Background: an optimization exercise with open tools, aiming at small area and a short achievable clock period. Do not read the settings as production practice. RTL that was checked went through simulation tests only; none was proved equivalent to the original. Power is estimated from default activity; no workload was simulated.

==> module CRD, before the edit <==
module CRD(
    input clock,
    input reset,
    input [4:0] data,
    output reg Z,
    output reg ADD,
    output reg DROP,
    output DROP_w,
    output ADD_w,
    output Z_w
);
reg [4:0] data_r;
reg [4:0] P;                    
reg [4:0] ph;                   
wire [4:0] flag_w = data ^ {5{data_r[4]}};
wire [4:0] pick = {flag_w[2] & ~flag_w[1] & ~flag_w[0],
                   flag_w[1] & ~flag_w[0],
                   flag_w[0],
                   flag_w[4] & ~flag_w[3] & ~flag_w[2] & ~flag_w[1] & ~flag_w[0],
                   flag_w[3] & ~flag_w[2] & ~flag_w[1] & ~flag_w[0]};
wire [4:0] P_w = (data == data_r) ? P : pick;
wire [4:0] ph_w = (|P) ? P : ph;
assign ADD_w = ph[0] & P[4];
assign Z_w = ADD_w ^ (|(data_r & ph_w));
assign DROP_w = ph[4] & P[0];
always @(posedge clock) begin
    if (reset) begin
        data_r <= 5'b0;
        P <= 5'b0;
        ph <= 5'b00001;
    end else begin
        data_r <= data;
        P <= P_w;
        ph <= ph_w;
    end
    Z <= Z_w;
    ADD <= ADD_w;
    DROP <= DROP_w;
end
endmodule
==> module ad_fifo, before the edit <==
module ad_fifo #(parameter N = 41)
(
    input  Clock, Reset,
    input  Z, Add, Drop, DropNext, AddNext, ZNext,
    output reg Underflow, Overflow, Data
);
localparam M = N / 2;           
reg [N-1:1] e_q, f_q, d_q;      
reg [N-1:0] h;                  
reg T;                          
reg [4:0] lf;                   
reg go;                         
wire [N-1:0] mask = ~({{(N-1){1'b0}}, ~go} << M);
wire [N-1:0] d = {d_q, Drop} & mask;
wire [N-1:0] e = {e_q, Add};            
wire [N-1:0] f = {f_q, ~Drop & Z};      
wire e0 = Add | (AddNext & Drop);       
wire f0 = Drop ? ZNext : Z;             
wire [N-1:0] hs = (h & ~d) | ({1'b0, h[N-1:1]} & {1'b0, d[N-1:1]});
wire [N-1:0] h_n = T ? {h[N-2:0], 1'b0} : hs;
wire T_n = go & ~T & (|(h & e));
wire data_n = T ? ~Data & ~Overflow : go & (|(h & f));
wire under_n = ~T & hs[0] & ~Add & DropNext;
wire over_n = ~T & h[N-1] & e[N-1] & ~d[N-1];
always @(posedge Clock) begin
    e_q <= {e_q[N-2:1], e0};
    f_q <= {f_q[N-2:1], f0};
    d_q <= {d_q[N-2:1], Drop};
    if (Reset) begin
        h <= {{(N-1){1'b0}}, 1'b1} << M;
        T <= 1'b0;
        lf <= 5'b00001;
        go <= 1'b0;
        Data <= 1'b0;
        Underflow <= 1'b0;
        Overflow <= 1'b0;
    end else begin
        h <= h_n;
        T <= T_n;
        lf <= {lf[3:0], lf[4] ^ lf[2]};
        go <= go | (lf == LF21);
        Data <= data_n;
        Underflow <= under_n;
        Overflow <= over_n;
    end
end
localparam [4:0] LF21 = 5'b11011;
endmodule
==> module dr_core, before the edit <==
module dr_core
(
    input        clock_480,
    input        reset,
    input  [4:0] data_in,
    output       data_out,
    output       underflow,
    output       overflow
);
wire z_crd, add_crd, drop_crd, drop_next, add_next, z_next;
CRD crd(
    .clock(clock_480),
    .reset(reset),
    .data(data_in),
    .Z(z_crd),
    .ADD(add_crd),
    .DROP(drop_crd),
    .DROP_w(drop_next),
    .ADD_w(add_next),
    .Z_w(z_next)
);
ad_fifo #(.N(41)) fifo
(
    .Clock(clock_480),
    .Reset(reset),
    .Z(z_crd),
    .Add(add_crd),
    .Drop(drop_crd),
    .DropNext(drop_next),
    .AddNext(add_next),
    .ZNext(z_next),
    .Underflow(underflow),
    .Overflow(overflow),
    .Data(data_out)
);
endmodule
export LEC_CHECK = 0
export CAP_MARGIN = 20
export CORE_MARGIN = 2
export CORE_UTILIZATION = 60
export CTS_BUF_LIST = sky130_fd_sc_hd__clkbuf_8
export PLACE_DENSITY = 0.75
export SETUP_SLACK_MARGIN = 1.75
export SLEW_MARGIN = 20
create_clock -name core_clock -period 3.3 [get_ports {clock_480}]
run.sh (not shown) runs the stock make flow with config.mk's settings and CLKGATE_MAP_FILE= SYNTH_SCRIPT=/design/flow/synth_recipe.tcl, a recipe that flattens the netlist after the stock synthesis.
==> next run, changes <==
--- a/flow/design.v
+++ b/flow/design.v
@@ -6,7 +6,5 @@
     output reg ADD,
     output reg DROP,
-    output DROP_w,
-    output ADD_w,
-    output Z_w
+    output DROP_w
 );
 reg [4:0] data_r;
@@ -21,6 +19,5 @@
 wire [4:0] P_w = (data == data_r) ? P : pick;
 wire [4:0] ph_w = (|P) ? P : ph;
-assign ADD_w = ph[0] & P[4];
-assign Z_w = ADD_w ^ (|(data_r & ph_w));
+wire ADD_w = ph[0] & P[4];
 assign DROP_w = ph[4] & P[0];
 always @(posedge clock) begin
@@ -34,5 +31,5 @@
         ph <= ph_w;
     end
-    Z <= Z_w;
+    Z <= ADD_w ^ (|(data_r & ph_w));
     ADD <= ADD_w;
     DROP <= DROP_w;
@@ -42,9 +39,11 @@
 (
     input  Clock, Reset,
-    input  Z, Add, Drop, DropNext, AddNext, ZNext,
+    input  Z, Add, Drop, DropNext,
     output reg Underflow, Overflow, Data
 );
 localparam M = N / 2;           
-reg [N-1:1] e_q, f_q, d_q;      
+reg [N-1:2] e_q, f_q;           
+reg [N-1:1] d_q;
+reg a1, z1;                     
 reg [N-1:0] h;                  
 reg T;                          
@@ -53,8 +52,6 @@
 wire [N-1:0] mask = ~({{(N-1){1'b0}}, ~go} << M);
 wire [N-1:0] d = {d_q, Drop} & mask;
-wire [N-1:0] e = {e_q, Add};            
-wire [N-1:0] f = {f_q, ~Drop & Z};      
-wire e0 = Add | (AddNext & Drop);       
-wire f0 = Drop ? ZNext : Z;             
+wire [N-1:0] e = {e_q, a1 | (Add & d_q[1]), Add};
+wire [N-1:0] f = {f_q, d_q[1] ? Z : z1, ~Drop & Z};
 wire [N-1:0] hs = (h & ~d) | ({1'b0, h[N-1:1]} & {1'b0, d[N-1:1]});
 wire [N-1:0] h_n = T ? {h[N-2:0], 1'b0} : hs;
@@ -64,6 +61,8 @@
 wire over_n = ~T & h[N-1] & e[N-1] & ~d[N-1];
 always @(posedge Clock) begin
-    e_q <= {e_q[N-2:1], e0};
-    f_q <= {f_q[N-2:1], f0};
+    e_q <= e[N-2:1];
+    f_q <= f[N-2:1];
+    a1 <= Add;
+    z1 <= Z;
     d_q <= {d_q[N-2:1], Drop};
     if (Reset) begin
@@ -96,5 +95,5 @@
     output       overflow
 );
-wire z_crd, add_crd, drop_crd, drop_next, add_next, z_next;
+wire z_crd, add_crd, drop_crd, drop_next;
 CRD crd(
     .clock(clock_480),
@@ -104,7 +103,5 @@
     .ADD(add_crd),
     .DROP(drop_crd),
-    .DROP_w(drop_next),
-    .ADD_w(add_next),
-    .Z_w(z_next)
+    .DROP_w(drop_next)
 );
 ad_fifo #(.N(41)) fifo
@@ -116,6 +113,4 @@
     .Drop(drop_crd),
     .DropNext(drop_next),
-    .AddNext(add_next),
-    .ZNext(z_next),
     .Underflow(underflow),
     .Overflow(overflow),
=> The changed run ran to the end with no violations; synthesized cell count stays flat; cell area drops by about 1.3%; worst setup slack gains 0.040 ns; total power climbs by about 5%; fmax goes up by about 2.5%; area after synthesis grows by 0.41%; non-clock buffer count goes down by 8; routed wire length went down by 4.2%; sequential share of layout area goes up by 0.26 points; global-route usage goes down by 1.1 points; hold slack gets better by 0.0046 ns; clock skew climbs by 0.0032 ns.
The RTL of the first run of this note was laid out without a check of its function.

==> separate check: timing with driven ports <==
In the flow no input, the clock included, has a driving cell. The finished layouts below were timed again as built, in two steps. Step 1, drivers: a clkbuf_16 drives clock_480 and a buf_2 each remaining input, both assumed. Step 2, shift: input delay + t, output delay - t, t = (earliest + latest rising clock arrival at the registers) / 2. This alone moves slack from input paths to output paths. Slacks: ideal ports / drivers / drivers and shift; pairs: ideal ports / drivers.
| run | t, ns | slack for setup (ns) | worst register clock-pin slew, ns | worst slew at a driven data input, ns | cell pins on the clock port's net |
|---|---|---|---|---|---|
| the first run | 0.478 | 1.697 / 1.663 / 1.466 | 0.11 / 0.11 | 0.03 | 1 |
| the second run | 0.484 | 1.736 / 1.701 / 1.269 | 0.10 / 0.10 | 0.04 | 1 |
After both steps setup and hold are still met in every run listed. The setup slack of the second run, which loses most, moves by -0.035 ns with the drivers and by -0.467 ns with both steps.
